What follows belongs to an exercise in optimizing a design on an open flow for small area; a production flow would make more cautious choices. Only simulation tests tie the RTL to the original design; equivalence was not proved. The clock cells of run 6 come from the design's own scripts or RTL, not from TritonCTS. The clock port is modelled as an ideal driver, which makes a skipped or thinned clock tree look cheaper than it is; a real chip needs a root buffer or a tree. Power figures rest on the tool's default switching activity, not on a simulated workload.

[flow/flow/run.sh]
#!/bin/bash
# Standard flow, with three changes:
#  - after the standard synthesis, the combinational logic is re-mapped by ABC
#    with an area-oriented script (flip-flops, their names and cells untouched);
#  - port buffers use the smallest buffer cell;
#  - clock tree options from flow/cts_args.txt (no dummy loads).
# Each tool's output goes to a log file of its own in the work folder.
set -euo pipefail
W=$PWD
R=$W/orfs/results/$FLOW_PLATFORM/digital_watch_fsm/base
bash standard.sh $R/1_2_yosys.v > $W/synth.log 2>&1
cp $R/1_2_yosys.v $W/standard_netlist.v
RS_IN=$W/standard_netlist.v RS_OUT=$W/resynth.v RS_ABC=$W/flow/area.abc \
  yosys -c $W/flow/resynth.tcl > $W/resynth.log 2>&1
cp $W/resynth.v $R/1_2_yosys.v
bash standard.sh "BUFFER_PORTS_ARGS=-buffer_cell sky130_fd_sc_hd__buf_1" \
  "CTS_ARGS=$(cat $W/flow/cts_args.txt)" finish > $W/layout.log 2>&1
[flow/flow/area.abc]
strash; &get -n; &fraig -x; &put; scorr; dc2; dretime; strash; dc2; &get -n; &dch -f; &nf -R 1000 -p; &put
[flow/flow/cts_args.txt]
-sink_clustering_enable -repair_clock_nets -dont_use_dummy_load -buf_list {sky130_fd_sc_hd__clkbuf_4 sky130_fd_sc_hd__clkbuf_8}
[flow/flow/resynth.tcl]
# Re-map the combinational logic of the standard synthesis netlist for area.
# Flip-flops (and their instance names and cell types) are kept as they are.
set lib $::env(FLOW_HOME)/platforms/sky130hd/lib/sky130_fd_sc_hd__tt_025C_1v80.lib
set du {-dont_use sky130_fd_sc_hd__probe_p_8 -dont_use sky130_fd_sc_hd__probec_p_8 -dont_use sky130_fd_sc_hd__lpflow_bleeder_1 -dont_use sky130_fd_sc_hd__lpflow_clkbufkapwr_1 -dont_use sky130_fd_sc_hd__lpflow_clkbufkapwr_16 -dont_use sky130_fd_sc_hd__lpflow_clkbufkapwr_2 -dont_use sky130_fd_sc_hd__lpflow_clkbufkapwr_4 -dont_use sky130_fd_sc_hd__lpflow_clkbufkapwr_8 -dont_use sky130_fd_sc_hd__lpflow_clkinvkapwr_1 -dont_use sky130_fd_sc_hd__lpflow_clkinvkapwr_16 -dont_use sky130_fd_sc_hd__lpflow_clkinvkapwr_2 -dont_use sky130_fd_sc_hd__lpflow_clkinvkapwr_4 -dont_use sky130_fd_sc_hd__lpflow_clkinvkapwr_8 -dont_use sky130_fd_sc_hd__lpflow_decapkapwr_12 -dont_use sky130_fd_sc_hd__lpflow_decapkapwr_3 -dont_use sky130_fd_sc_hd__lpflow_decapkapwr_4 -dont_use sky130_fd_sc_hd__lpflow_decapkapwr_6 -dont_use sky130_fd_sc_hd__lpflow_decapkapwr_8 -dont_use sky130_fd_sc_hd__lpflow_inputiso0n_1 -dont_use sky130_fd_sc_hd__lpflow_inputiso0p_1 -dont_use sky130_fd_sc_hd__lpflow_inputiso1n_1 -dont_use sky130_fd_sc_hd__lpflow_inputiso1p_1 -dont_use sky130_fd_sc_hd__lpflow_inputisolatch_1 -dont_use sky130_fd_sc_hd__lpflow_isobufsrc_1 -dont_use sky130_fd_sc_hd__lpflow_isobufsrc_16 -dont_use sky130_fd_sc_hd__lpflow_isobufsrc_2 -dont_use sky130_fd_sc_hd__lpflow_isobufsrc_4 -dont_use sky130_fd_sc_hd__lpflow_isobufsrc_8 -dont_use sky130_fd_sc_hd__lpflow_isobufsrckapwr_16 -dont_use sky130_fd_sc_hd__lpflow_lsbuf_lh_hl_isowell_tap_1 -dont_use sky130_fd_sc_hd__lpflow_lsbuf_lh_hl_isowell_tap_2 -dont_use sky130_fd_sc_hd__lpflow_lsbuf_lh_hl_isowell_tap_4 -dont_use sky130_fd_sc_hd__lpflow_lsbuf_lh_isowell_4 -dont_use sky130_fd_sc_hd__lpflow_lsbuf_lh_isowell_tap_1 -dont_use sky130_fd_sc_hd__lpflow_lsbuf_lh_isowell_tap_2 -dont_use sky130_fd_sc_hd__lpflow_lsbuf_lh_isowell_tap_4 -dont_use sky130_fd_sc_hd__fill_1 -dont_use sky130_fd_sc_hd__fill_2 -dont_use sky130_fd_sc_hd__fill_4 -dont_use sky130_fd_sc_hd__fill_8 }
yosys read_liberty -ignore_miss_func $lib
yosys read_verilog $::env(RS_IN)
yosys hierarchy -top $::env(FLOW_TOP)
yosys setattr -mod -set keep_hierarchy 1 sky130_fd_sc_hd__df*
yosys flatten
yosys opt -purge
yosys tee -o resynth_before.txt stat -liberty $lib
yosys abc -liberty $lib {*}$du -script $::env(RS_ABC)
yosys opt_clean -purge
yosys hilomap -singleton -hicell sky130_fd_sc_hd__conb_1 HI -locell sky130_fd_sc_hd__conb_1 LO
yosys insbuf -buf sky130_fd_sc_hd__buf_1 A X
yosys splitnets
yosys opt_clean -purge
yosys tee -o resynth_after.txt stat -liberty $lib
yosys select $::env(FLOW_TOP)
yosys write_verilog -noattr -noexpr -nohex -nodec -selected $::env(RS_OUT)
[flow/standard.sh]
#!/bin/bash
# synth_recipe.tcl (not shown) runs the flow's synth.tcl, then flattens the netlist and writes it again
# the make line also repeats each setting of config.mk as NAME=value (left out here)
make -C /OpenROAD-flow-scripts/flow DESIGN_CONFIG=/design/flow/config.mk WORK_HOME=/design/flow/orfs CLKGATE_MAP_FILE= SYNTH_SCRIPT=/design/flow/synth_recipe.tcl "${@:-finish}"
[flow/config.mk]
export PLATFORM = sky130hd
export DESIGN_NAME = digital_watch_fsm
export DESIGN_NICKNAME = digital_watch_fsm
export VERILOG_FILES = /design/flow/design.v
export SDC_FILE = /design/flow/constraint.sdc
export NUM_CORES = 4
export LEC_CHECK = 0
export ABC_AREA = 1
export CAP_MARGIN = 20
export CORE_MARGIN = 2
export CORE_UTILIZATION = 60
export SLEW_MARGIN = 20
[flow/constraint.sdc]
create_clock -name core_clock -period 10.0 [get_ports {clk}]
set_input_delay 2.0000 -clock core_clock [delete_from_list [all_inputs] [get_ports {clk}]]
set_output_delay 2.0000 -clock core_clock [all_outputs]
set_load 0.01 [all_outputs]
[flow/design.v]
module debounce
#(
    parameter CLK_FREQ = 100_000_000,
    parameter STABLE_TIME_MS = 20
)
(
    input  wire clk,
    input  wire reset,
    input  wire button_in,
    output wire button_out
);
    localparam integer COUNTER_MAX = (CLK_FREQ / 1000) * STABLE_TIME_MS;
    function [5:0] lfsr6;
        input [5:0] v;
        lfsr6 = {v[4:0], ~(v[5] ^ v[4])};
    endfunction
    function [5:0] lfsr6_n;
        input integer n;
        integer k;
        begin
            lfsr6_n = 6'd0;
            for (k = 0; k < n % 63; k = k + 1)
                lfsr6_n = lfsr6(lfsr6_n);
        end
    endfunction
    localparam [5:0] TERM = lfsr6_n(COUNTER_MAX);
    reg sync0, sync1, debounced_state, prev_debounced_state;
    reg [5:0] debounce_counter;
    always @(posedge clk or posedge reset)
        if (reset) sync0 <= 1'b0;
        else       sync0 <= button_in;
    always @(posedge clk)
        sync1 <= sync0;
    always @(posedge clk or posedge reset)
        if (reset)
            debounced_state <= 1'b0;
        else if (sync1 != debounced_state && debounce_counter == TERM)
            debounced_state <= sync1;
    always @(posedge clk)
        if (sync1 == debounced_state || debounce_counter == TERM)
            debounce_counter <= 6'd0;
        else
            debounce_counter <= lfsr6(debounce_counter);
    always @(posedge clk)
        prev_debounced_state <= debounced_state;
    assign button_out = debounced_state && !prev_debounced_state;
endmodule
`timescale 1ns / 1ps
module digital_watch_fsm
#(
    parameter CLK_FREQ = 2_000,            
    parameter LED_BLINK_RATE = 400,        
    parameter REFRESH_BITS = 10            
)
(
    input  wire clk,
    input  wire reset,
    input  wire btn_mode,
    input  wire btn_start,
    input  wire btn_pause,
    input  wire btn_lap,
    input  wire btn_set,
    output wire [6:0] seg,
    output wire [7:0] an,
    output wire led,
    output wire [13:0] led1,
    output wire mode_led
);
    localparam IDLE    = 2'b00;
    localparam RUNNING = 2'b01;
    localparam PAUSED  = 2'b10;
    localparam TIME_UP = 2'b11;
    wire mode = btn_mode;    
    reg [1:0] state;
    reg [5:0] lap_minutes, lap_seconds;
    reg set_mode_active;
    reg set_field;           
    wire start_tick, pause_tick, lap_tick, set_tick;
    debounce #(.CLK_FREQ(CLK_FREQ)) db_start (.clk(clk), .reset(reset), .button_in(btn_start), .button_out(start_tick));
    debounce #(.CLK_FREQ(CLK_FREQ)) db_pause (.clk(clk), .reset(reset), .button_in(btn_pause), .button_out(pause_tick));
    debounce #(.CLK_FREQ(CLK_FREQ)) db_lap   (.clk(clk), .reset(reset), .button_in(btn_lap),   .button_out(lap_tick));
    debounce #(.CLK_FREQ(CLK_FREQ)) db_set   (.clk(clk), .reset(reset), .button_in(btn_set),   .button_out(set_tick));
    function [6:0] lfsr7;
        input [6:0] v;
        lfsr7 = {v[5:0], ~(v[6] ^ v[5])};
    endfunction
    function [6:0] lfsr7_n;
        input integer n;
        integer k;
        begin
            lfsr7_n = 7'd0;
            for (k = 0; k < n % 127; k = k + 1)
                lfsr7_n = lfsr7(lfsr7_n);
        end
    endfunction
    localparam integer PRE_MOD = CLK_FREQ / 16;           
    localparam [6:0] PRE_LAST = lfsr7_n(PRE_MOD - 1);
    reg [REFRESH_BITS-1:0] refresh_counter;
    always @(posedge clk or posedge reset)
        if (reset) refresh_counter <= 0;
        else       refresh_counter <= refresh_counter + 1'b1;
    reg [6:0] pre_counter;
    always @(posedge clk or posedge reset)
        if (reset)                       pre_counter <= 7'd0;
        else if (pre_counter == PRE_LAST) pre_counter <= 7'd0;
        else                             pre_counter <= lfsr7(pre_counter);
    wire one_sec_tick = (pre_counter == PRE_LAST) && (&refresh_counter[3:0]);
    reg [1:0] next_state;
    wire time_zero;
    always @(*) begin
        next_state = state;
        case (state)
            IDLE:    if (start_tick && !set_mode_active) next_state = RUNNING;
            RUNNING: if (pause_tick) next_state = PAUSED;
                     else if (mode && time_zero) next_state = TIME_UP;
            PAUSED:  if (start_tick) next_state = RUNNING;
            TIME_UP: if (start_tick) next_state = IDLE;
        endcase
    end
    always @(posedge clk or posedge reset)
        if (reset) state <= IDLE;
        else       state <= next_state;
    reg [5:0] act_min, act_sec, oth_min, oth_sec;
    always @(posedge clk or posedge reset)
        if (reset) set_mode_active <= 1'b0;
        else if (set_tick) set_mode_active <= ~set_mode_active;
    always @(posedge clk)
        if (set_tick) set_field <= 1'b0;
        else if (set_mode_active && lap_tick) set_field <= ~set_field;
    wire sm  = set_mode_active;
    wire up     = sm ? start_tick : !mode;
    wire sec_en = !sm || set_field;
    wire [5:0] res_sec, res_min;
    wire sec_carry;
    mod60_step u_sec (.v(act_sec), .up(up), .en(sec_en), .res(res_sec), .carry(sec_carry));
    mod60_step u_min (.v(act_min), .up(up), .en(!sec_en || sec_carry), .res(res_min), .carry());
    wire act_zero = (act_min == 6'd0) && (act_sec == 6'd0);
    wire oth_zero = (oth_min == 6'd0) && (oth_sec == 6'd0);
    assign time_zero = sm ? oth_zero : act_zero;
    wire ldm   = mode && state == IDLE && start_tick;        
    wire tstep = state == RUNNING && one_sec_tick && !(mode && act_zero);
    wire sstep = (start_tick || pause_tick) && !lap_tick;
    wire act_from_oth = sm ? (set_tick && !ldm) : (!set_tick && ldm);
    wire act_from_res = !set_tick && (sm ? sstep : (!ldm && tstep));
    wire oth_from_res = !sm && set_tick && !mode && tstep;
    wire oth_from_act = sm ? (set_tick || ldm) : (set_tick && !mode && !tstep);
    always @(posedge clk or posedge reset)
        if (reset) begin
            act_min <= 6'd0;
            act_sec <= 6'd0;
        end else if (act_from_oth) begin
            act_min <= oth_min;
            act_sec <= oth_sec;
        end else if (act_from_res) begin
            act_min <= res_min;
            act_sec <= res_sec;
        end
    always @(posedge clk or posedge reset)
        if (reset) begin
            oth_min <= 6'd0;
            oth_sec <= 6'd0;
        end else if (oth_from_act) begin
            oth_min <= act_min;
            oth_sec <= act_sec;
        end else if (oth_from_res) begin
            oth_min <= res_min;
            oth_sec <= res_sec;
        end
    always @(posedge clk or posedge reset)
        if (reset) begin
            lap_minutes <= 6'd0;
            lap_seconds <= 6'd0;
        end else if (lap_tick && !mode && !sm) begin
            lap_minutes <= act_min;
            lap_seconds <= act_sec;
        end
    function [8:0] lfsr9;
        input [8:0] v;
        lfsr9 = {v[7:0], ~(v[8] ^ v[4])};
    endfunction
    function [8:0] lfsr9_n;
        input integer n;
        integer k;
        begin
            lfsr9_n = 9'd0;
            for (k = 0; k < n % 511; k = k + 1)
                lfsr9_n = lfsr9(lfsr9_n);
        end
    endfunction
    localparam [8:0] BLINK_LAST = lfsr9_n(LED_BLINK_RATE);
    reg [8:0] blink_timer;   
    reg led_reg;
    always @(posedge clk)
        if (state != TIME_UP || blink_timer == BLINK_LAST) blink_timer <= 9'd0;
        else                                               blink_timer <= lfsr9(blink_timer);
    always @(posedge clk or posedge reset)
        if (reset)                  led_reg <= 1'b0;
        else if (state != TIME_UP)  led_reg <= 1'b0;
        else if (blink_timer == BLINK_LAST) led_reg <= ~led_reg;
    assign led  = led_reg;
    assign led1 = {14{led_reg}};
    assign mode_led = mode;
    wire [2:0] digit = refresh_counter[REFRESH_BITS-1:REFRESH_BITS-3];
    reg [5:0] value;
    always @(*)
        case (digit[2:1])
            2'b00:   value = act_sec;
            2'b01:   value = act_min;
            2'b10:   value = lap_seconds;
            default: value = lap_minutes;
        endcase
    wire blank = set_mode_active && digit[2];
    wire [3:0] tens  = value / 10;
    wire [3:0] units = value % 10;
    wire [3:0] data_to_display = digit[0] ? tens : units;
    reg [6:0] segments;
    always @(*)
        case (data_to_display)
            4'd0: segments = 7'b1000000;
            4'd1: segments = 7'b1111001;
            4'd2: segments = 7'b0100100;
            4'd3: segments = 7'b0110000;
            4'd4: segments = 7'b0011001;
            4'd5: segments = 7'b0010010;
            4'd6: segments = 7'b0000010;
            4'd7: segments = 7'b1111000;
            4'd8: segments = 7'b0000000;
            4'd9: segments = 7'b0010000;
            default: segments = 7'bxxxxxxx;
        endcase
    assign seg = blank ? 7'b1111111 : segments;
    assign an  = blank ? 8'b11111111 : ~(8'b00000001 << digit);
endmodule
module mod60_step (
    input  wire [5:0] v,
    input  wire up,
    input  wire en,
    output wire [5:0] res,
    output wire carry
);
    wire [5:0] p = up ? v : ~v;
    wire [6:0] t;
    assign t[0] = en;
    genvar i;
    generate
        for (i = 0; i < 6; i = i + 1) begin : g
            assign t[i+1] = t[i] & p[i];
        end
    endgenerate
    wire [5:0] n = v ^ t[5:0];
    wire wrap_up = &n[5:2] & ~n[0];
    wire wrap_dn = t[6];
    assign res = {n[5:3] & {3{~wrap_up}}, n[2] & ~wrap_up & ~wrap_dn, n[1:0]};
    assign carry = wrap_up | wrap_dn;
endmodule
==> results of run 1 <==
-- area by class of cell --
cell class / instances / area, um^2 / share of cell area
Clock buffer: 9 / 124 / 0.0245
Inverter: 11 / 41.3 / 0.00817
Multi-Input combinational cell: 345 / 2120 / 0.420
Sequential cell: 107 / 2470 / 0.488
Tap cell: 102 / 128 / 0.0253
Timing Repair Buffer: 41 / 169 / 0.0334
-- per-stage QoR --
step | hold slack (ns) | utilization | total power [mW] | worst slack (ns) | cells
after floorplan | 0.324 | - | 0.770 | 4.46 | 478
after global placement | 0.330 | 0.644 | 0.857 | 4.25 | 606
after detailed placement | 0.330 | 0.644 | 0.866 | 4.04 | 606
after CTS | 0.342 | 0.661 | 1.07 | 3.64 | 615
after global routing | 0.340 | 0.661 | 1.14 | 3.11 | 615
final | 0.335 | 0.661 | 1.07 | 3.56 | 615
-- power by group --
| group | internal (mW) | switching (mW) |
|---|---|---|
| Clock | 0.0811 | 0.123 |
| Combinational | 0.139 | 0.211 |
| Sequential | 0.456 | 0.0553 |
-- worst paths after layout --
path / start / endpoint / slack (ns)
setup / recovery: refresh_counter[8] / seg[3] / 3.56
max in group asynchronous: reset / db_set.debounced_state / 7.59
min in group asynchronous: reset / led_reg / 1.85
hold reg to reg: db_lap.sync0 / db_lap.sync1 / 0.34
hold / removal: db_lap.sync0 / db_lap.sync1 / 0.34
setup reg to reg: set_mode_active / oth_min[5] / 5.35
-- cell usage in the layout (no fill, tap or decap), types with 2 or more instances in the layout --
cell	instances
a21oi_1	16
clkinv_1	10
nand2_1	43
o22ai_1	2
xnor2_1	23
nand2b_1	14
xor2_1	14
buf_1	37
a221o_1	7
and2_0	18
nand3b_1	2
nand4b_1	3
a22oi_1	21
nand4_1	5
o21ai_0	31
and3_1	5
nor2_1	42
nor4_1	8
o211ai_1	2
nor2b_1	35
or3_1	7
nand3_1	8
clkbuf_8	9
dfrtp_1	65
dfxtp_1	42
a31oi_1	3
nor3_1	9
mux2_1	14
buf_4	4
-- layer usage --
metal | up-vias | track usage | part of all wire
li1 | 1731 | - | -
met1 | 1695 | 0.325 | 0.48
met2 | 101 | 0.367 | 0.46
met3 | 10 | 0.0391 | 0.043
met4 | 0 | 0.0896 | 0.014
met5 | - | 0 | 0
==> key figures, run 1 <==
Outcome
  • Run status: finished clean

Route
  • Via count: 3537
  • DR pass1 iterations: 5
  • DR vias/cell: 5.75
  • Remaining routing DRC violations: 0
  • Iteration-0 DRC Markers: 266
  • Routed Wire Length: 9.41 mm
  • Routed wire length per instance: 15.3 um
  • Post-route ant nets: 0

Cells and area
  • Number of flip-flops in the largest register: 10
  • Share of cells above drive strength 1: 0.0292
  • Post-route design area: 5050 um^2
  • Synth-to-Final Area Change: 7.91%
  • Final nets: 522
  • Regs by FF count: refresh_counter: 10 flops, blink_timer: 9 flops, pre_counter: 7 flops
  • Most flops, register: refresh_counter
  • Fill cells: 625
  • N_diodes: 0

Power and ir drop
  • Worst vdd ir: 0.116 mV
  • P per Cell Area: 211 nW/um^2
  • Leakage: 2.10 nW

Setup path
  • CP Data Required Time: 8.00 ns
  • Critical path cell sequence: nor2b_1 > nand2_1 > o211ai_1 > a21oi_1 > xor2_1 > nor2_1 > nor2_1 > o21ai_0 > xnor2_1 > nor2b_1 > o21ai_0 > nor2b_1 > o22ai_1 > o21ai_0 > nand2b_1 > o21ai_0 > nand2_1 > nand2_1 > nand2_1 > buf_1
  • Crit end category: output pin
  • CP top delay family: compound AO/OA/AOI/OAI gates
  • Worst-path maximum fanout: 15
  • Reg2reg path depth: 18
  • Count of buffer and inverter cells on the critical path: 1
  • Max stage delay on crit path: 0.61 ns
  • Crit Path Class: register to output pin
  • Critical path arrival: 4.44 ns
  • WP depth: 20
  • CP max-delay cell: dfrtp_1
  • Crit path launch type: register

Placement
  • IO buf count: 37
  • Detailed placement HPWL: 6.52 mm
  • Routability Congestion: 0.850
  • Placed cell area: 4930 um^2

GRT
  • Gr usage total: 0.233
  • Vias in the first global route: 3281
  • First-pass GRT wire length: 15.7 mm
  • Initial antenna violation count: 0
  • Largest net degree at the start of global routing: 66
  • Gr ovfl total: 0

Clock network
  • TritonCTS Buffers: 9
  • Cts hold-fix bufs: 0
  • Clk root buf: clkbuf_8
  • Worst-Skew Late Latency: 0.36 ns
  • Clock Path Buffers: 2
  • Cts repair resizes: 0
  • Setup bufs post-CTS: 0
  • # H-tree levels: 3
  • TritonCTS Sinks: 107
  • CTS clock-pin slew for the worst setup and hold paths: 0.10 ns
  • CTS tree: built

Floorplanning
  • DIE WIDTH: 92.3 um
  • Core Box Area: 7650 um^2
  • Die footprint: 8530 um^2
  • Initial Util: 0.612
  • Top-Level Pins: 38
  • Site Rows: 32
  • Die height: 92.3 um

Logic synthesis
  • Gate Count Post-Synth: 478
  • Syn Std Cell Area: 4680 um^2
  • Syn. warnings: 2
  • Syn Area/Cell: 9.79 um^2
  • Syn Nets: 485

Timing
  • Worst rel slew slack: 0.367
  • Unrepaired setup endpoints after global routing: false
  • Slew @ Worst Pin: 0.946 ns
  • Fmax: 0.155 GHz
  • Min cycle time layout: 6.44 ns
  • TNS Setup: 0 ns
  • Final period util: 0.644
  • # setup viols final: 0
  • Pins Over Slew Limit: 0
  • Worst Clk Skew: 0.0318 ns
  • Fin. Hold Viols: 0

Job
  • Maxcap violations: 0

Hold path
  • Worst min path class: register to register
  • Worst Hold Depth: 0
==> run 2: changes to the inputs <==
==> flow/flow/cts_args.txt (replaced) <==
-sink_clustering_enable -repair_clock_nets -dont_use_dummy_load -buf_list {sky130_fd_sc_hd__clkbuf_8 sky130_fd_sc_hd__clkbuf_16} -sink_clustering_size 30 -sink_clustering_max_diameter 100
==> run 2 against run 1 <==
Critical endpoint unchanged; largest cell class unchanged; utilization did not move; count of clock-buffer cells in the layout unchanged; sequential share of layout area unchanged.
==> key figures, run 2 <==
Clock network
  • Clock Path Buffers: 2 (unchanged)
  • Cts hold-fix bufs: 0 (unchanged)
  • Worst-Skew Late Latency: 0.36 ns (about the same)
  • Setup bufs post-CTS: 0 (unchanged)
  • TritonCTS Buffers: 9 (unchanged)
  • Clk root buf: clkbuf_8
  • CTS clock-pin slew for the worst setup and hold paths: 0.10 ns (about the same)
  • Cts repair resizes: 0 (unchanged)
  • # H-tree levels: 3 (unchanged)
  • CTS tree: built
  • TritonCTS Sinks: 107 (unchanged)

Setup path
  • Worst-path maximum fanout: 15 (unchanged)
  • Count of buffer and inverter cells on the critical path: 1 (unchanged)
  • Critical path arrival: 4.44 ns (about the same)
  • Crit Path Class: register to output pin
  • Critical path cell sequence: nor2b_1 > nand2_1 > o211ai_1 > a21oi_1 > xor2_1 > nor2_1 > nor2_1 > o21ai_0 > xnor2_1 > nor2b_1 > o21ai_0 > nor2b_1 > o22ai_1 > o21ai_0 > nand2b_1 > o21ai_0 > nand2_1 > nand2_1 > nand2_1 > buf_1
  • Max stage delay on crit path: 0.61 ns (about the same)
  • Crit end category: output pin
  • CP top delay family: compound AO/OA/AOI/OAI gates
  • CP Data Required Time: 8.00 ns (about the same)
  • Crit path launch type: register
  • CP max-delay cell: dfrtp_1

Floorplanning
  • Initial Util: 0.612 (unchanged)
  • Core Box Area: 7650 um^2 (unchanged)
  • Top-Level Pins: 38 (unchanged)
  • Site Rows: 32 (unchanged)
  • Die height: 92.3 um (unchanged)
  • DIE WIDTH: 92.3 um (unchanged)
  • Die footprint: 8530 um^2 (unchanged)

Placement
  • Routability Congestion: 0.850 (unchanged)
  • IO buf count: 37 (unchanged)
  • Detailed placement HPWL: 6.52 mm (unchanged)
  • Placed cell area: 4930 um^2 (unchanged)

Cells and area
  • Share of cells above drive strength 1: 0.0292 (unchanged)
  • Regs by FF count: refresh_counter: 10 flops, blink_timer: 9 flops, pre_counter: 7 flops
  • Fill cells: 625 (unchanged)
  • N_diodes: 0 (unchanged)
  • Most flops, register: refresh_counter
  • Synth-to-Final Area Change: 7.91% (unchanged)
  • Commonest non-fill, non-tap cell in the layout: dfrtp_1
  • Final nets: 522 (unchanged)
  • Post-route design area: 5050 um^2 (unchanged)
  • Number of flip-flops in the largest register: 10 (unchanged)
  • Most frequent cells in the layout: dfrtp_1 (65), nand2_1 (43), nor2_1 (42), dfxtp_1 (42), buf_1 (37)

GRT
  • GR Util met1: 0.325 (unchanged)
  • Gr usage total: 0.233 (unchanged)
  • Initial antenna violation count: 0 (unchanged)
  • Vias in the first global route: 3281 (unchanged)
  • Largest net degree at the start of global routing: 66 (unchanged)
  • GR Layer Usage met3: 0.0391 (unchanged)
  • Met2 GRT Util: 0.367 (unchanged)
  • GRT busiest layer: met2
  • First-pass GRT wire length: 15.7 mm (unchanged)
  • Gr ovfl total: 0 (unchanged)

Route
  • DR pass1 iterations: 5 (unchanged)
  • DR vias/cell: 5.75 (unchanged)
  • Remaining routing DRC violations: 0 (unchanged)
  • Via count: 3537 (unchanged)
  • Iteration-0 DRC Markers: 266 (unchanged)
  • Post-route ant nets: 0 (unchanged)
  • Routed Wire Length: 9.41 mm (unchanged)
  • Routed wire length per instance: 15.3 um (unchanged)

Timing
  • Hold slack: 0.335 ns (unchanged)
  • Worst rel slew slack: 0.367 (unchanged)
  • Fin. Hold Viols: 0 (unchanged)
  • # setup viols final: 0 (unchanged)
  • Min cycle time layout: 6.44 ns (unchanged)
  • Final period util: 0.644 (unchanged)
  • Pins Over Slew Limit: 0 (unchanged)
  • Slew @ Worst Pin: 0.946 ns (unchanged)
  • Fmax: 0.155 GHz (unchanged)
  • Unrepaired setup endpoints after global routing: false
  • Worst Clk Skew: 0.0318 ns (unchanged)
  • TNS Setup: 0 ns (unchanged)

Power and ir drop
  • Worst vdd ir: 0.116 mV (unchanged)
  • P per Cell Area: 211 nW/um^2 (unchanged)
  • Leakage: 2.10 nW (unchanged)

Logic synthesis
  • Syn Std Cell Area: 4680 um^2 (unchanged)
  • Syn. warnings: 2 (unchanged)
  • Syn Nets: 485 (unchanged)
  • Gate Count Post-Synth: 478 (unchanged)
  • Syn Area/Cell: 9.79 um^2 (unchanged)

Hold path
  • Worst min path class: register to register

Job
  • Maxcap violations: 0 (unchanged)

Outcome
  • Run status: finished clean
-- run 2: power by group --
part	internal (mW)	leakage (nW)	total, mW	switching, mW
clock	0.0811	0.0647	0.204	0.123
sequential	0.456	1.19	0.512	0.0553
combinational	0.139	0.838	0.350	0.211
total	0.677	2.10	1.07	0.389
-- run 2: metrics by stage --
| step | setup WS (ns) | power (mW) | std cells | util |
|---|---|---|---|---|
| floorplan | 4.46 | 0.770 | 478 | - |
| global placement | 4.25 | 0.857 | 606 | 0.644 |
| detailed placement | 4.04 | 0.866 | 606 | 0.644 |
| CTS | 3.64 | 1.07 | 615 | 0.661 |
| global route | 3.11 | 1.14 | 615 | 0.661 |
| finish | 3.56 | 1.07 | 615 | 0.661 |
-- run 2: path summary, 6_finish.rpt --
| check | start | endpoint | slack, ns | cells after the start |
|---|---|---|---|---|
| max in group asynchronous | reset | db_set.debounced_state | 7.59 | 3 |
| setup / recovery | refresh_counter[8] | seg[3] | 3.56 | 20 |
| hold / removal | db_lap.sync0 | db_lap.sync1 | 0.34 | 0 |
| setup reg to reg | set_mode_active | oth_min[5] | 5.35 | 18 |
| hold reg to reg | db_lap.sync0 | db_lap.sync1 | 0.34 | 0 |
| min in group asynchronous | reset | led_reg | 1.85 | 3 |
-- run 2: cell type report --
class	instances	area [um^2]	share of cell area
clock buffer	9	124	0.0245
tap	102	128	0.0253
inverter	11	41.3	0.00817
sequential	107	2470	0.488
timing repair buffer	41	169	0.0334
multi-input combinational	345	2120	0.420
-- run 2: routing by layer --
metal	vias to the layer above	wire [um]
met4	0	129
met3	10	405
met2	101	4360
li1	1731	-
met5	-	0
met1	1695	4520
-- run 2: worst register-to-register path, cell delays in order (launching register included) --
cell and delay (ns):
dfrtp_1 0.62, clkinv_1 0.32, a21oi_1 0.26, buf_4 0.26, o21ai_0 0.10, a21oi_1 0.24
o21ai_0 0.21, nand2b_1 0.24, xor2_1 0.17, nor3_1 0.33, nand2b_1 0.14, o21a_1 0.16
a22oi_1 0.32, o21ai_0 0.24, nor2_1 0.17, xor2_1 0.24, a21boi_0 0.28, nor2b_1 0.16
a221o_1 0.12
==> run 3: changes to the inputs <==
--- a/flow/design.v
+++ b/flow/design.v
@@ -81,19 +81,6 @@
     debounce #(.CLK_FREQ(CLK_FREQ)) db_lap   (.clk(clk), .reset(reset), .button_in(btn_lap),   .button_out(lap_tick));
     debounce #(.CLK_FREQ(CLK_FREQ)) db_set   (.clk(clk), .reset(reset), .button_in(btn_set),   .button_out(set_tick));
-    function [6:0] lfsr7;
-        input [6:0] v;
-        lfsr7 = {v[5:0], ~(v[6] ^ v[5])};
-    endfunction
-    function [6:0] lfsr7_n;
-        input integer n;
-        integer k;
-        begin
-            lfsr7_n = 7'd0;
-            for (k = 0; k < n % 127; k = k + 1)
-                lfsr7_n = lfsr7(lfsr7_n);
-        end
-    endfunction
-    localparam integer PRE_MOD = CLK_FREQ / 16;           
-    localparam [6:0] PRE_LAST = lfsr7_n(PRE_MOD - 1);
+    localparam [6:0] PRE_FIRST = 7'b1010100;
+    localparam [6:0] PRE_LAST  = 7'b1101010;
     reg [REFRESH_BITS-1:0] refresh_counter;
     always @(posedge clk or posedge reset)
@@ -101,9 +88,9 @@
         else       refresh_counter <= refresh_counter + 1'b1;
     reg [6:0] pre_counter;
-    always @(posedge clk or posedge reset)
-        if (reset)                       pre_counter <= 7'd0;
-        else if (pre_counter == PRE_LAST) pre_counter <= 7'd0;
-        else                             pre_counter <= lfsr7(pre_counter);
-    wire one_sec_tick = (pre_counter == PRE_LAST) && (&refresh_counter[3:0]);
+    wire pre_last = (pre_counter == PRE_LAST);
+    always @(posedge clk or posedge reset)
+        if (reset) pre_counter <= PRE_FIRST;
+        else       pre_counter <= {pre_counter[5:0], ~(pre_counter[6] ^ pre_counter[5]) ^ pre_last};
+    wire one_sec_tick = pre_last && (&refresh_counter[3:0]);
     reg [1:0] next_state;
     wire time_zero;
@@ -211,7 +198,8 @@
         endcase
     wire blank = set_mode_active && digit[2];
-    wire [3:0] tens  = value / 10;
-    wire [3:0] units = value % 10;
-    wire [3:0] data_to_display = digit[0] ? tens : units;
+    wire [4:0] half  = value[5:1];
+    wire [2:0] tens  = half / 5;
+    wire [2:0] rem5  = half % 5;
+    wire [3:0] data_to_display = digit[0] ? {1'b0, tens} : {rem5, value[0]};
     reg [6:0] segments;
     always @(*)
==> flow/flow/cts_args.txt (replaced) <==
-sink_clustering_enable -repair_clock_nets -dont_use_dummy_load -buf_list {sky130_fd_sc_hd__clkbuf_4 sky130_fd_sc_hd__clkbuf_8}
==> run 3 against run 2 <==
Non-clock buffer count down 2; sequential share of layout area up 0.51 points; worst setup slack got worse by 0.10 ns; via count fell by 3.9%; critical path type unchanged; critical endpoint is now seg[0].
==> key figures, run 3 <==
Floorplanning
  • Initial Util: 0.611 (-0.00105)
  • Core Box Area: 7610 um^2 (-0.52%)
  • DIE WIDTH: 92.0 um (-0.33%)
  • Top-Level Pins: 38 (unchanged)
  • Site Rows: 32 (unchanged)
  • Die footprint: 8470 um^2 (-0.66%)
  • Die height: 92.0 um (-0.33%)

Timing
  • Unrepaired setup endpoints after global routing: false
  • Worst Clk Skew: 0.0315 ns (-0.000338 ns)
  • Pins Over Slew Limit: 0 (unchanged)
  • Fmax: 0.153 GHz (-1.6%)
  • Slew @ Worst Pin: 1.08 ns (+0.135 ns)
  • Final period util: 0.654 (+0.0103)
  • TNS Setup: 0 ns (unchanged)
  • Min cycle time layout: 6.54 ns (+0.103 ns)
  • # setup viols final: 0 (unchanged)
  • Worst rel slew slack: 0.280 (-0.0876)
  • Fin. Hold Viols: 0 (unchanged)

GRT
  • Vias in the first global route: 3354 (+2.2%)
  • First-pass GRT wire length: 15.9 mm (+0.92%)
  • Gr usage total: 0.234 (+0.00112)
  • Gr ovfl total: 0 (unchanged)
  • Initial antenna violation count: 0 (unchanged)
  • Largest net degree at the start of global routing: 66 (unchanged)

Cells and area
  • Share of cells above drive strength 1: 0.0369 (+0.00765)
  • Regs by FF count: refresh_counter: 10 flops, blink_timer: 9 flops, pre_counter: 7 flops
  • N_diodes: 0 (unchanged)
  • Most flops, register: refresh_counter
  • Cell Count, Final, Fillers Out: 590 (-4.1%)
  • Commonest non-fill, non-tap cell in the layout: dfrtp_1
  • Post-route design area: 5010 um^2 (-0.89%)
  • Final Util: 0.658 (-0.00244)
  • Synth-to-Final Area Change: 7.70%
  • Most frequent cells in the layout: dfrtp_1 (62), dfxtp_1 (42), buf_1 (37)
  • Number of flip-flops in the largest register: 10 (unchanged)
  • Final nets: 497 (-4.8%)

Setup path
  • Reg2Reg Capture Point: act_min[3]
  • Reg2reg setup slack: 5.15 ns (-0.20 ns)
  • Worst-path maximum fanout: 15 (unchanged)
  • Crit end category: output pin
  • Crit Path Class: register to output pin
  • Reg2reg path depth: 15 (-3)
  • Reg-to-reg critical path startpoint: set_mode_active
  • Crit path launch type: register
  • Critical path arrival: 4.54 ns (+0.10 ns)
  • CP Data Required Time: 8.00 ns (about the same)

Clock network
  • Setup bufs post-CTS: 0 (unchanged)
  • CTS clock-pin slew for the worst setup and hold paths: 0.09 ns (about the same)
  • Cts repair resizes: 0 (unchanged)
  • CTS tree: built
  • TritonCTS Sinks: 107 (unchanged)
  • TritonCTS Buffers: 9 (unchanged)
  • Clk root buf: clkbuf_8
  • Clock Path Buffers: 2 (unchanged)
  • Cts hold-fix bufs: 0 (unchanged)
  • # H-tree levels: 3 (unchanged)
  • Worst-Skew Late Latency: 0.36 ns (about the same)

Power and ir drop
  • P per Cell Area: 148 nW/um^2 (-30%)
  • Worst vdd ir: 0.0789 mV (-32%)
  • Net Sw Frac: 0.251 (-0.114)
  • Leakage: 2.09 nW (-0.32%)
  • Comb power frac: 0.107 (-0.221)
  • Switching power: 0.186 mW (-52%)
  • Pwr Total: 0.740 mW (-31%)
  • Clk pwr share: 0.277 (+0.085)
  • Sequential share of power: 0.616 (+0.136)
  • Pint: 0.554 mW (-18%)

Route
  • Post-route ant nets: 0 (unchanged)
  • DR vias/cell: 5.76 (+0.14%)
  • Routed wire length per instance: 15.3 um (+0.28%)
  • Iteration-0 DRC Markers: 193 (-27%)
  • Remaining routing DRC violations: 0 (unchanged)
  • Via count: 3398 (-3.9%)
  • DR pass1 iterations: 4 (-1)
  • Routed Wire Length: 9.05 mm (-3.8%)

Hold path
  • WHS Endpoint: db_pause.sync1
  • Worst min path class: register to register
  • Worst Hold Depth: 0 (unchanged)
  • Min-delay src: db_pause.sync0

Logic synthesis
  • Syn Area/Cell: 10.2 um^2 (+4.3%)
  • Gate Count Post-Synth: 455 (-4.8%)
  • Syn. warnings: 2 (unchanged)
  • Syn Nets: 462 (-4.7%)
  • Syn Std Cell Area: 4650 um^2 (-0.69%)

Placement
  • IO buf count: 37 (unchanged)
  • Placed cell area: 4880 um^2 (-0.91%)
  • DP Cell Count: 581 (-4.1%)
  • Routability Congestion: 0.899 (+5.8%)
  • Detailed placement HPWL: 6.42 mm (-1.6%)

Job
  • Maxcap violations: 0 (unchanged)

Outcome
  • Run status: finished clean
run 3: routing by layer:
metal  share of wire  wire length (um)  GRT usage
met1            0.46              4180      0.314
met2            0.47              4270      0.387
met3           0.052               472     0.0337
met4           0.014               129     0.0920
met5               0                 0          0
run 3: final cells by class:
class / instances / area [um^2]
Clock buffer: 9 / 124
Fill cell: 640 / 2600
Inverter: 7 / 26.3
Multi-Input combinational cell: 326 / 2100
Sequential cell: 107 / 2470
Tap cell: 102 / 128
Timing Repair Buffer: 39 / 154
run 3: how the worst max path moves through the flow:
stage,startpoint,end,depth (start not counted)
6_report,refresh_counter[9],seg[0],20
4_1_cts,refresh_counter[9],seg[0],20
3_3_place_gp,btn_mode,act_min[2],16
2_1_floorplan,btn_mode,act_min[2],15
3_5_place_dp,btn_mode,act_min[2],16
5_1_grt,refresh_counter[9],seg[6],19
run 3: critical path, cell delays in order, from the launching register on:
cell,delay [ns]
dfrtp_1,0.59
nor2_1,0.43
a22oi_1,0.13
a21oi_1,0.30
o21ai_0,0.18
nor2_1,0.11
a21oi_1,0.07
nor2b_1,0.15
o21ai_0,0.36
xor2_1,0.15
nor2_1,0.22
nor2b_1,0.09
or2_0,0.24
nand2b_1,0.11
a21oi_1,0.07
a21oi_1,0.26
nand2b_1,0.17
nand2_1,0.07
a21o_1,0.16
o21ai_0,0.16
buf_1,0.18
run 3: stage by stage:
stage          worst slack (ns)  hold WS [ns]
2_1_floorplan              4.12         0.324
3_3_place_gp               3.57         0.326
3_5_place_dp               3.64         0.329
4_1_cts                    3.50         0.350
5_1_grt                    3.03         0.354
6_report                   3.46         0.345
run 3: power groups by stage:
stage / clock (mW) / combinational, mW / sequential, mW
after floorplan: 0 / 0.0612 / 0.461
after global placement: 0 / 0.0769 / 0.464
after detailed placement: 0 / 0.0791 / 0.464
after CTS: 0.211 / 0.0795 / 0.456
after global routing: 0.224 / 0.0897 / 0.458
final: 0.205 / 0.0790 / 0.456
==> run 4: changes to the inputs <==
--- a/flow/config.mk
+++ b/flow/config.mk
@@ -7,6 +7,6 @@
 export LEC_CHECK = 0
 export ABC_AREA = 1
-export CAP_MARGIN = 20
+export CAP_MARGIN = 0
 export CORE_MARGIN = 2
 export CORE_UTILIZATION = 60
-export SLEW_MARGIN = 20
+export SLEW_MARGIN = 0
==> run 4 against run 3 <==
Still clean on timing, DRC and antenna; synthesized cell count stayed put; die area is the same; sequential power about the same; clock skew decreased by 0.0025 ns; combinational power down 0.8%; area after synthesis unchanged; clock power barely moved; count of clock-buffer cells in the layout did not move; utilization hardly changed; total power fell by 0.33%; sequential cell count stayed put; sequential share of layout area about the same; largest cell class unchanged; highest routed layer unchanged.
==> key figures, run 4 <==
Floorplanning
  • Initial Util: 0.611 (unchanged)
  • Core Box Area: 7610 um^2 (unchanged)
  • Die height: 92.0 um (unchanged)
  • Top-Level Pins: 38 (unchanged)
  • Site Rows: 32 (unchanged)
  • DIE WIDTH: 92.0 um (unchanged)
  • Die footprint: 8470 um^2 (unchanged)

Power and ir drop
  • Worst vdd ir: 0.110 mV (+39%)
  • Leakage: 2.09 nW (about the same)
  • Net Sw Frac: 0.249 (-0.00208)
  • Clk pwr share: 0.275 (-0.002)
  • Comb power frac: 0.106 (about the same)
  • P per Cell Area: 147 nW/um^2 (-0.26%)
  • Pint: 0.554 mW (about the same)
  • Sequential share of power: 0.618 (+0.002)
  • Pwr Total: 0.737 mW (-0.33%)
  • Switching power: 0.183 mW (-1.2%)

Clock network
  • Cts repair resizes: 0 (unchanged)
  • TritonCTS Sinks: 107 (unchanged)
  • Worst-Skew Late Latency: 0.36 ns (about the same)
  • Setup bufs post-CTS: 0 (unchanged)
  • Clock Path Buffers: 2 (unchanged)
  • # H-tree levels: 3 (unchanged)
  • Cts hold-fix bufs: 0 (unchanged)
  • CTS tree: built
  • Clk root buf: clkbuf_8
  • CTS clock-pin slew for the worst setup and hold paths: 0.08 ns (about the same)
  • TritonCTS Buffers: 9 (unchanged)

Cells and area
  • Commonest non-fill, non-tap cell in the layout: dfrtp_1
  • Number of flip-flops in the largest register: 10 (unchanged)
  • Cell Count, Final, Fillers Out: 590 (unchanged)
  • Share of cells above drive strength 1: 0.0348 (-0.00205)
  • Fill cells: 644 (+0.63%)
  • Final nets: 497 (unchanged)
  • Final Util: 0.658 (about the same)
  • Regs by FF count: refresh_counter: 10 flops, blink_timer: 9 flops, pre_counter: 7 flops
  • Synth-to-Final Area Change: 7.62% (about the same)
  • Post-route design area: 5000 um^2 (about the same)
  • Most frequent cells in the layout: dfrtp_1 (62), dfxtp_1 (42), buf_1 (37)
  • N_diodes: 0 (unchanged)
  • Most flops, register: refresh_counter

GRT
  • Gr usage total: 0.231 (-0.00294)
  • Largest net degree at the start of global routing: 66 (unchanged)
  • Vias in the first global route: 3317 (-1.1%)
  • Gr ovfl total: 0 (unchanged)
  • Initial antenna violation count: 0 (unchanged)
  • First-pass GRT wire length: 15.5 mm (-2.6%)

Timing
  • Fin. Hold Viols: 0 (unchanged)
  • Slew @ Worst Pin: 1.22 ns (+0.139 ns)
  • Final WS setup: 3.55 ns (+0.0965 ns)
  • Hold slack: 0.350 ns (+0.00448 ns)
  • # setup viols final: 0 (unchanged)
  • Pins Over Slew Limit: 0 (unchanged)
  • Worst Clk Skew: 0.0290 ns (-0.00249 ns)
  • Worst rel slew slack: 0.164 (-0.116)
  • Final period util: 0.645 (-0.00965)
  • Min cycle time layout: 6.45 ns (-0.0965 ns)
  • Unrepaired setup endpoints after global routing: false
  • TNS Setup: 0 ns (unchanged)
  • Fmax: 0.155 GHz (+1.5%)

Placement
  • Setup WS pre-CTS: 3.40 ns (-0.237 ns)
  • DP Cell Count: 581 (unchanged)
  • Placed cell area: 4880 um^2 (about the same)
  • Detailed placement HPWL: 6.40 mm (-0.29%)
  • Routability Congestion: 0.899 (unchanged)
  • IO buf count: 37 (unchanged)

Setup path
  • Crit path launch: refresh_counter[8]
  • Reg2reg setup slack: 4.86 ns (-0.29 ns)
  • Crit path launch type: register
  • Reg-to-reg critical path startpoint: set_mode_active
  • Crit end category: output pin
  • Crit Path Class: register to output pin
  • CP Data Required Time: 8.00 ns (about the same)
  • Worst-path maximum fanout: 15 (unchanged)
  • Critical path arrival: 4.45 ns (-0.09 ns)
  • Reg2Reg Capture Point: act_min[2]
  • Reg2reg path depth: 15 (unchanged)
  • Crit path capture: seg[0]

Route
  • Via count: 3395 (-0.088%)
  • Routed Wire Length: 8.94 mm (-1.2%)
  • DR vias/cell: 5.75 (about the same)
  • Post-route ant nets: 0 (unchanged)
  • Iteration-0 DRC Markers: 139 (-28%)
  • Routed wire length per instance: 15.2 um (-1.2%)
  • Remaining routing DRC violations: 0 (unchanged)
  • DR pass1 iterations: 4 (unchanged)

Logic synthesis
  • Syn Nets: 462 (unchanged)
  • Syn. warnings: 2 (unchanged)
  • Syn Area/Cell: 10.2 um^2 (unchanged)
  • Syn Std Cell Area: 4650 um^2 (unchanged)
  • Gate Count Post-Synth: 455 (unchanged)

Job
  • Maxcap violations: 0 (unchanged)

Outcome
  • Run status: finished clean

Hold path
  • Worst min path class: register to register
[run 4: worst min path at each step]
stage	start	end	slack (ns)	depth (start not counted)
5_1_grt	db_pause.sync0	db_pause.sync1	0.36	0
6_report	db_pause.sync0	db_pause.sync1	0.35	0
4_1_cts	db_pause.sync0	db_pause.sync1	0.35	0
3_3_place_gp	db_lap.sync0	db_lap.sync1	0.33	0
2_1_floorplan	db_lap.sync0	db_lap.sync1	0.32	0
3_5_place_dp	db_lap.sync0	db_lap.sync1	0.33	0
[run 4: power by group through the flow]
stage,logic [mW],clock network [mW],registers (mW)
global placement,0.0769,0,0.464
CTS,0.0790,0.211,0.455
floorplan,0.0612,0,0.461
detailed placement,0.0789,0,0.464
finish,0.0784,0.203,0.456
global route,0.0890,0.228,0.458
[run 4: metal layers]
metal	vias to the layer above	track usage	part of all wire
li1	1672	-	-
met1	1618	0.301	0.45
met2	91	0.387	0.47
met3	14	0.0435	0.055
met4	0	0.0871	0.018
met5	-	0	0
[run 4: final cells by class]
type	count	area, um^2	area share
Clock buffer	9	124	0.0248
Inverter	7	26.3	0.00525
Multi-Input combinational cell	326	2100	0.420
Sequential cell	107	2470	0.494
Tap cell	102	128	0.0255
Timing Repair Buffer	39	154	0.0308
[run 4: worst max-delay path: stages, from the launching register on]
cell and delay, ns:
dfrtp_1 0.57, nor2_1 0.41, a22oi_1 0.13, a21oi_1 0.30, o21ai_0 0.18, nor2_1 0.11
a21oi_1 0.07, nor2b_1 0.15, o21ai_0 0.34, xor2_1 0.14, nor2_1 0.20, nor2b_1 0.08
or2_0 0.24, nand2b_1 0.11, a21oi_1 0.07, a21oi_1 0.25, nand2b_1 0.16, nand2_1 0.07
a21o_1 0.16, o21ai_0 0.17, buf_1 0.18
==> run 5: changes to the inputs <==
==> flow/flow/area.abc (replaced) <==
strash; dc2; &get -n; &dch -f; &put; amap
==> run 5 against run 4 <==
Via count is 13% higher; critical path depth rose by 3; utilization is 1.4 points higher; sequential power grew 12%; first-iteration DRC count rose to 2.5 times the previous value; largest cell class unchanged; highest routed layer unchanged.
==> key figures, run 5 <==
Route
  • Via count: 3839 (+13%)
  • Post-route ant nets: 0 (unchanged)
  • Iteration-0 DRC Markers: 348 (+150%)
  • Routed Wire Length: 9.89 mm (+11%)
  • DR pass1 iterations: 5 (+1)
  • DR vias/cell: 5.90 (+2.5%)
  • Remaining routing DRC violations: 0 (unchanged)
  • Routed wire length per instance: 15.2 um (+0.30%)

Cells and area
  • Commonest non-fill, non-tap cell in the layout: nor2_1
  • Synth-to-Final Area Change: 7.72% (about the same)
  • Most flops, register: refresh_counter
  • Final nets: 561 (+13%)
  • N_diodes: 0 (unchanged)
  • Most frequent cells in the layout: nor2_1 (74), dfrtp_1 (62), nand2_1 (60)
  • Share of cells above drive strength 1: 0.0290 (-0.00585)
  • Regs by FF count: refresh_counter: 10 flops, blink_timer: 9 flops, pre_counter: 7 flops
  • Fill cells: 597 (-7.3%)
  • Number of flip-flops in the largest register: 10 (unchanged)

Setup path
  • CP Data Required Time: 8.00 ns (about the same)
  • Crit end category: output pin
  • Critical path arrival: 5.56 ns (+1.11 ns)
  • Crit path launch type: register
  • Worst-path maximum fanout: 10 (-5)
  • Crit Path Class: register to output pin

Timing
  • Min cycle time layout: 7.56 ns (+1.11 ns)
  • Pins Over Slew Limit: 0 (unchanged)
  • Fmax: 0.132 GHz (-15%)
  • Unrepaired setup endpoints after global routing: false
  • Fin. Hold Viols: 0 (unchanged)
  • Worst Clk Skew: 0.0459 ns (+0.0169 ns)
  • Final period util: 0.756 (+0.111)
  • TNS Setup: 0 ns (unchanged)
  • Slew @ Worst Pin: 1.14 ns (-0.0752 ns)
  • Final WS setup: 2.44 ns (-1.11 ns)
  • # setup viols final: 0 (unchanged)
  • Worst rel slew slack: 0.238 (+0.0734)

Clock network
  • Clock Path Buffers: 2 (unchanged)
  • TritonCTS Sinks: 107 (unchanged)
  • Worst-Skew Late Latency: 0.38 ns (+0.02 ns)
  • # H-tree levels: 3 (unchanged)
  • Setup bufs post-CTS: 0 (unchanged)
  • Cts hold-fix bufs: 0 (unchanged)
  • Cts repair resizes: 0 (unchanged)
  • Clk root buf: clkbuf_8
  • TritonCTS Buffers: 9 (unchanged)
  • CTS clock-pin slew for the worst setup and hold paths: 0.11 ns (+0.03 ns)
  • CTS tree: built

Logic synthesis
  • Syn. warnings: 2 (unchanged)
  • Gate Count Post-Synth: 518 (+14%)
  • Syn Area/Cell: 8.82 um^2 (-14%)
  • Syn Std Cell Area: 4570 um^2 (-1.7%)
  • Syn Nets: 525 (+14%)

Outcome
  • Run status: finished clean

Power and ir drop
  • Worst vdd ir: 0.101 mV (-7.8%)
  • P per Cell Area: 236 nW/um^2 (+60%)
  • Leakage: 1.89 nW (-9.5%)

Hold path
  • Worst min path class: register to register

Job
  • Maxcap violations: 0 (unchanged)

GRT
  • First-pass GRT wire length: 16.8 mm (+8.7%)
  • Vias in the first global route: 3643 (+9.8%)
  • Largest net degree at the start of global routing: 66 (unchanged)
  • Gr usage total: 0.253 (+0.0220)
  • Gr ovfl total: 0 (unchanged)
  • Initial antenna violation count: 0 (unchanged)

Floorplanning
  • Die height: 91.3 um (-0.81%)
  • Site Rows: 31 (-3.1%)
  • Initial Util: 0.623 (+0.0123)
  • Top-Level Pins: 38 (unchanged)
  • Core Box Area: 7330 um^2 (-3.6%)
  • DIE WIDTH: 91.3 um (-0.81%)
  • Die footprint: 8330 um^2 (-1.6%)

Placement
  • Setup WS pre-CTS: 3.03 ns (-0.367 ns)
  • IO buf count: 37 (unchanged)
  • Detailed placement HPWL: 7.06 mm (+10%)
  • Routability Congestion: 0.951 (+5.7%)
[run 5: path summary, 6_finish.rpt]
check	from	end	slack, ns	cells past startpoint
max in group asynchronous	reset	led_reg	7.59	3
hold / removal	db_pause.sync0	db_pause.sync1	0.32	0
setup reg to reg	set_mode_active	act_min[4]	4.73	20
min in group asynchronous	reset	refresh_counter[5]	1.85	3
setup / recovery	refresh_counter[9]	seg[5]	2.44	23
hold reg to reg	db_pause.sync0	db_pause.sync1	0.32	0
[run 5: cell type report]
| cell class | count | area (um^2) | area share |
|---|---|---|---|
| repair buffers | 40 | 161 | 0.0328 |
| multi-input cells | 340 | 1830 | 0.372 |
| clock buffers | 9 | 124 | 0.0252 |
| well taps | 99 | 124 | 0.0252 |
| flip-flops and latches | 107 | 2470 | 0.502 |
| inverters | 56 | 210 | 0.0427 |
[run 5: worst max-delay path: stages, from the launching register on]
cell	delay, ns
dfrtp_1	0.47
clkinv_1	0.30
nor2_1	0.44
clkinv_1	0.31
o21ai_0	0.31
clkinv_1	0.13
nor2b_1	0.22
nor2b_1	0.10
nand2_1	0.10
o21a_1	0.15
nand2_1	0.09
a32oi_1	0.31
a21oi_1	0.14
nor2b_1	0.18
nor2_1	0.15
nor2_1	0.09
nor2_1	0.15
nor2_1	0.06
o32ai_1	0.47
clkinv_1	0.27
o21ai_0	0.21
clkinv_1	0.15
o31ai_1	0.23
buf_1	0.18
[run 5: layer usage]
layer  vias up  track usage  share of wire
met1      1794        0.347           0.47
met4         0        0.105          0.023
met5         -            0              0
li1       1869            -              -
met3        21       0.0631          0.053
met2       155        0.386           0.46
[run 5: power by group]
part | internal (mW) | switching (mW) | leakage (nW) | total, mW
logic | 0.149 | 0.295 | 0.721 | 0.444
clock network | 0.0811 | 0.126 | 0.0647 | 0.207
registers | 0.472 | 0.0400 | 1.11 | 0.512
[run 5: through the flow]
step,hold WS [ns],utilization,instances,power [mW],instance area [um^2]
floorplan,0.324,-,518,0.830,4570
global placement,0.325,0.655,642,0.939,4800
detailed placement,0.329,0.655,642,0.949,4800
CTS,0.313,0.672,651,1.15,4920
global route,0.322,0.672,651,1.23,4920
finish,0.316,0.672,651,1.16,4920
==> run 6: changes to the inputs <==
--- a/flow/flow/run.sh
+++ b/flow/flow/run.sh
@@ -4,5 +4,6 @@
 #    with an area-oriented script (flip-flops, their names and cells untouched);
 #  - port buffers use the smallest buffer cell;
-#  - clock tree options from flow/cts_args.txt (no dummy loads).
+#  - the clock tree is a few clock buffers driven by the clock port, one per
+#    region of the placement (flow/pre_cts.tcl), instead of TritonCTS's tree.
 # Each tool's output goes to a log file of its own in the work folder.
 set -euo pipefail
@@ -14,4 +15,5 @@
   yosys -c $W/flow/resynth.tcl > $W/resynth.log 2>&1
 cp $W/resynth.v $R/1_2_yosys.v
+export MCTS_N=4 MCTS_CELL=sky130_fd_sc_hd__clkbuf_16
 bash standard.sh "BUFFER_PORTS_ARGS=-buffer_cell sky130_fd_sc_hd__buf_1" \
-  "CTS_ARGS=$(cat $W/flow/cts_args.txt)" finish > $W/layout.log 2>&1
+  "PRE_CTS_TCL=$W/flow/pre_cts.tcl" finish > $W/layout.log 2>&1
==> flow/flow/pre_cts.tcl (new file) <==
# Manual clock tree: the clock port drives MCTS_N clock buffers directly, each
# driving the flip-flops of one region of the placement (regions split at
# the median x, then at the median y).  Replaces TritonCTS's H-tree.
set mcts_n [expr {[info exists ::env(MCTS_N)] ? $::env(MCTS_N) : 2}]
set mcts_cell [expr {[info exists ::env(MCTS_CELL)] ? $::env(MCTS_CELL) : "sky130_fd_sc_hd__clkbuf_16"}]
set block [ord::get_db_block]
set dbu [$block getDbUnitsPerMicron]
set sinks {}
foreach pin [get_pins -of_objects [get_nets clk] -filter "direction == input"] {
  set it [sta::sta_to_db_pin $pin]
  set inst [$it getInst]
  set box [$inst getBBox]
  set x [expr {([$box xMin] + [$box xMax]) / 2.0 / $dbu}]
  set y [expr {([$box yMin] + [$box yMax]) / 2.0 / $dbu}]
  lappend sinks [list $x $y $pin]
}
proc mcts_split {group axis} {
  set s [lsort -real -index $axis $group]
  set h [expr {[llength $s] / 2}]
  return [list [lrange $s 0 [expr {$h - 1}]] [lrange $s $h end]]
}
set groups [list $sinks]
set axis 0
while {[llength $groups] < $mcts_n} {
  set next {}
  foreach g $groups { foreach h [mcts_split $g $axis] { lappend next $h } }
  set groups $next
  set axis [expr {1 - $axis}]
}
set i 0
foreach g $groups {
  set sx 0.0; set sy 0.0; set pins {}
  foreach s $g { set sx [expr {$sx + [lindex $s 0]}]; set sy [expr {$sy + [lindex $s 1]}]; lappend pins [lindex $s 2] }
  set n [llength $g]
  puts "manual clock buffer $i: $n sinks at [format %.1f [expr {$sx/$n}]] [format %.1f [expr {$sy/$n}]]"
  insert_buffer -buffer_cell $mcts_cell -net clk -load_pins $pins \
    -location [list [expr {$sx/$n}] [expr {$sy/$n}]] -buffer_name mcts_buf_$i -net_name mcts_clk_$i
  incr i
}
set_propagated_clock [all_clocks]
# The tree is built; TritonCTS is not run.
proc clock_tree_synthesis {args} { puts "clock_tree_synthesis skipped: manual clock buffers" }
removed: flow/flow/cts_args.txt
==> run 6 against run 5 <==
Utilization shrank 0.32 points; critical path type unchanged; critical path depth is the same; clock skew shrank 0.026 ns; cell area shrank 0.48%; still clean; critical endpoint unchanged; maximum frequency grew 2.9%; clock power shrank 14%; global-route usage shrank 1.6 points.
==> key figures, run 6 <==
Outcome
  • Run status: finished clean

Placement
  • IO buf count: 37 (unchanged)
  • Routability Congestion: 0.951 (unchanged)
  • Detailed placement HPWL: 7.06 mm (unchanged)

Route
  • Met3 WL: 466 um (-11%)
  • DR WL met2: 4.48 mm (-0.44%)
  • Routed Wire Length: 9.81 mm (-0.83%)
  • Routed wire length per instance: 15.2 um (about the same)
  • DR pass1 iterations: 5 (unchanged)
  • Remaining routing DRC violations: 0 (unchanged)
  • Top Metal Used: met4
  • Routed met1 length: 4.67 mm (+0.60%)
  • DR vias/cell: 5.92 (+0.43%)
  • Post-route ant nets: 0 (unchanged)
  • Iteration-0 DRC Markers: 359 (+3.2%)
  • Via count: 3826 (-0.34%)

Setup path
  • Crit path launch type: register
  • Critical path arrival: 5.35 ns (-0.21 ns)
  • Worst-path maximum fanout: 10 (unchanged)
  • Crit Path Class: register to output pin
  • Reg2reg path depth: 20 (unchanged)
  • CP Data Required Time: 8.00 ns (about the same)
  • Crit end category: output pin

Cells and area
  • Most frequent cells in the layout: nor2_1 (74), dfrtp_1 (62), nand2_1 (60)
  • N_diodes: 0 (unchanged)
  • Share of cells above drive strength 1: 0.0201 (-0.00888)
  • Register area: 2470 um^2 (unchanged)
  • Fill cells: 598 (+0.17%)
  • Most flops, register: refresh_counter
  • Synth-to-Final Area Change: 7.20%
  • Multi-input logic area: 1830 um^2 (unchanged)
  • Commonest non-fill, non-tap cell in the layout: nor2_1
  • Final nets: 556 (-0.89%)
  • Number of flip-flops in the largest register: 10 (unchanged)
  • Regs by FF count: refresh_counter: 10 flops, blink_timer: 9 flops, pre_counter: 7 flops

Timing
  • Final period util: 0.735 (-0.0210)
  • Pins Over Slew Limit: 0 (unchanged)
  • # setup viols final: 0 (unchanged)
  • TNS Setup: 0 ns (unchanged)
  • Worst Clk Skew: 0.0201 ns (-0.0258 ns)
  • Hold slack: 0.350 ns (+0.0339 ns)
  • Fmax: 0.136 GHz (+2.9%)
  • Unrepaired setup endpoints after global routing: false
  • Fin. Hold Viols: 0 (unchanged)
  • Min cycle time layout: 7.35 ns (-0.210 ns)
  • Worst rel slew slack: 0.230 (-0.00728)
  • Slew @ Worst Pin: 1.15 ns (+0.0109 ns)

Power and ir drop
  • Worst vdd ir: 0.143 mV (+42%)
  • P per Cell Area: 231 nW/um^2 (-2.3%)
  • Leakage: 1.88 nW (-0.82%)

Logic synthesis
  • Syn. warnings: 2 (unchanged)
  • Syn Area/Cell: 8.82 um^2 (unchanged)
  • Syn Std Cell Area: 4570 um^2 (unchanged)
  • Syn Nets: 525 (unchanged)
  • Gate Count Post-Synth: 518 (unchanged)

Floorplanning
  • Die footprint: 8330 um^2 (unchanged)
  • Die height: 91.3 um (unchanged)
  • Site Rows: 31 (unchanged)
  • Top-Level Pins: 38 (unchanged)
  • DIE WIDTH: 91.3 um (unchanged)
  • Initial Util: 0.623 (unchanged)
  • Core Box Area: 7330 um^2 (unchanged)

Clock network
  • Cts hold-fix bufs: 0 (unchanged)
  • Cts repair resizes: 0 (unchanged)
  • CTS clock-pin slew for the worst setup and hold paths: 0.11 ns (about the same)
  • Worst-Skew Late Latency: 0.17 ns (-0.21 ns)
  • Setup bufs post-CTS: 0 (unchanged)

GRT
  • Vias in the first global route: 3638 (-0.14%)
  • First-pass GRT wire length: 16.7 mm (-0.70%)
  • Gr ovfl total: 0 (unchanged)
  • Largest net degree at the start of global routing: 66 (unchanged)
  • Initial antenna violation count: 0 (unchanged)
  • Gr usage total: 0.237 (-0.0156)

Hold path
  • Worst min path class: register to register
  • Worst Hold Depth: 0 (unchanged)

Job
  • Maxcap violations: 0 (unchanged)
==> run 6: cell count changes in the layout (fill, tap and decap cells not counted) <==
cell       change
clkbuf_8       -9
clkbuf_16      +4
==> run 6: layout make-up, clock buffers not listed <==
cell class                 instances  share of cell area
sequential                       107               0.504
multi-input combinational        340               0.374
inverter                          56              0.0429
timing repair buffer              40              0.0329
tap                               99              0.0253
==> run 6: report_power, final <==
part	switching, mW	internal, mW
clock network	0.104	0.0738
logic	0.292	0.149
registers	0.0401	0.471
total	0.436	0.694
==> run 6: per-stage QoR <==
stage | instance area (um^2) | std cells | total power, mW | setup WS, ns | utilization
6_report | 4900 | 646 | 1.13 | 2.65 | 0.668
5_1_grt | 4900 | 646 | 1.20 | 2.06 | 0.668
4_1_cts | 4900 | 646 | 1.12 | 2.82 | 0.668
3_5_place_dp | 4800 | 642 | 0.949 | 3.03 | 0.655
3_3_place_gp | 4800 | 642 | 0.939 | 3.30 | 0.655
2_1_floorplan | 4570 | 518 | 0.830 | 3.98 | -
==> run 6: final timing paths <==
path / slack [ns] / from / end
min reg2reg: 0.35 / db_pause.sync0 / db_pause.sync1
min: 0.35 / db_pause.sync0 / db_pause.sync1
max: 2.65 / refresh_counter[9] / seg[5]
max in group asynchronous: 7.42 / reset / db_start.sync0
min in group asynchronous: 2.05 / reset / oth_min[4]
max reg2reg: 4.72 / set_mode_active / act_min[3]
==> run 6: critical path, cell delays in order (launching register included) <==
cell and delay [ns]:
dfrtp_1 0.49, clkinv_1 0.30, nor2_1 0.44, clkinv_1 0.30, o21ai_0 0.31, clkinv_1 0.14, nor2b_1 0.22, nor2b_1 0.10
nand2_1 0.10, o21a_1 0.14, nand2_1 0.08, a32oi_1 0.31, a21oi_1 0.14, nor2b_1 0.18, nor2_1 0.15, nor2_1 0.09
nor2_1 0.15, nor2_1 0.06, o32ai_1 0.46, clkinv_1 0.26, o21ai_0 0.20, clkinv_1 0.14, o31ai_1 0.22, buf_1 0.18
==> run 6: metal layers <==
metal / global-route usage / up-vias
li1: - / 1866
met1: 0.343 / 1814
met2: 0.392 / 126
met3: 0.0241 / 20
met4: 0.0505 / 0
met5: 0 / -

==> port drivers added, routing unchanged <==
In the flow no input, the clock included, has a driving cell. The finished layouts below were timed again as built, in two steps. Step 1 (the two cells are an assumption about what drives the block):
set clk [get_ports {clk}]
set_driving_cell -lib_cell sky130_fd_sc_hd__clkbuf_16 $clk
set_driving_cell -lib_cell sky130_fd_sc_hd__buf_2 [delete_from_list [all_inputs] $clk]
Step 2 adds t to the input delays and takes it off the output delays; t is the mean of the earliest and latest rising clock arrival at the registers after step 1. Input paths then give back, and output paths get back, about the clock's delay inside the block. Three values: ideal, step 1, step 2; two values: the first two.
run	t (ns)	slack for setup (ns)	hold WS [ns]	worst slew at a driven data input, ns
run 1	0.381	3.560 / 3.527 / 3.908	0.335 / 0.335 / 0.335	0.03
run 2	0.381	3.560 / 3.527 / 3.908	0.335 / 0.335 / 0.335	0.03
run 3	0.378	3.457 / 3.423 / 3.605	0.345 / 0.345 / 0.345	0.03
run 4	0.383	3.553 / 3.519 / 3.353	0.350 / 0.350 / 0.350	0.04
run 5	0.395	2.438 / 2.401 / 2.796	0.316 / 0.316 / 0.316	0.03
run 6	0.242	2.648 / 2.566 / 2.809	0.350 / 0.350 / 0.350	0.03
After both steps every run listed still meets setup and hold. For run 4, which loses most, drivers alone change the setup slack by -0.034 ns; drivers and shift together by -0.200 ns.
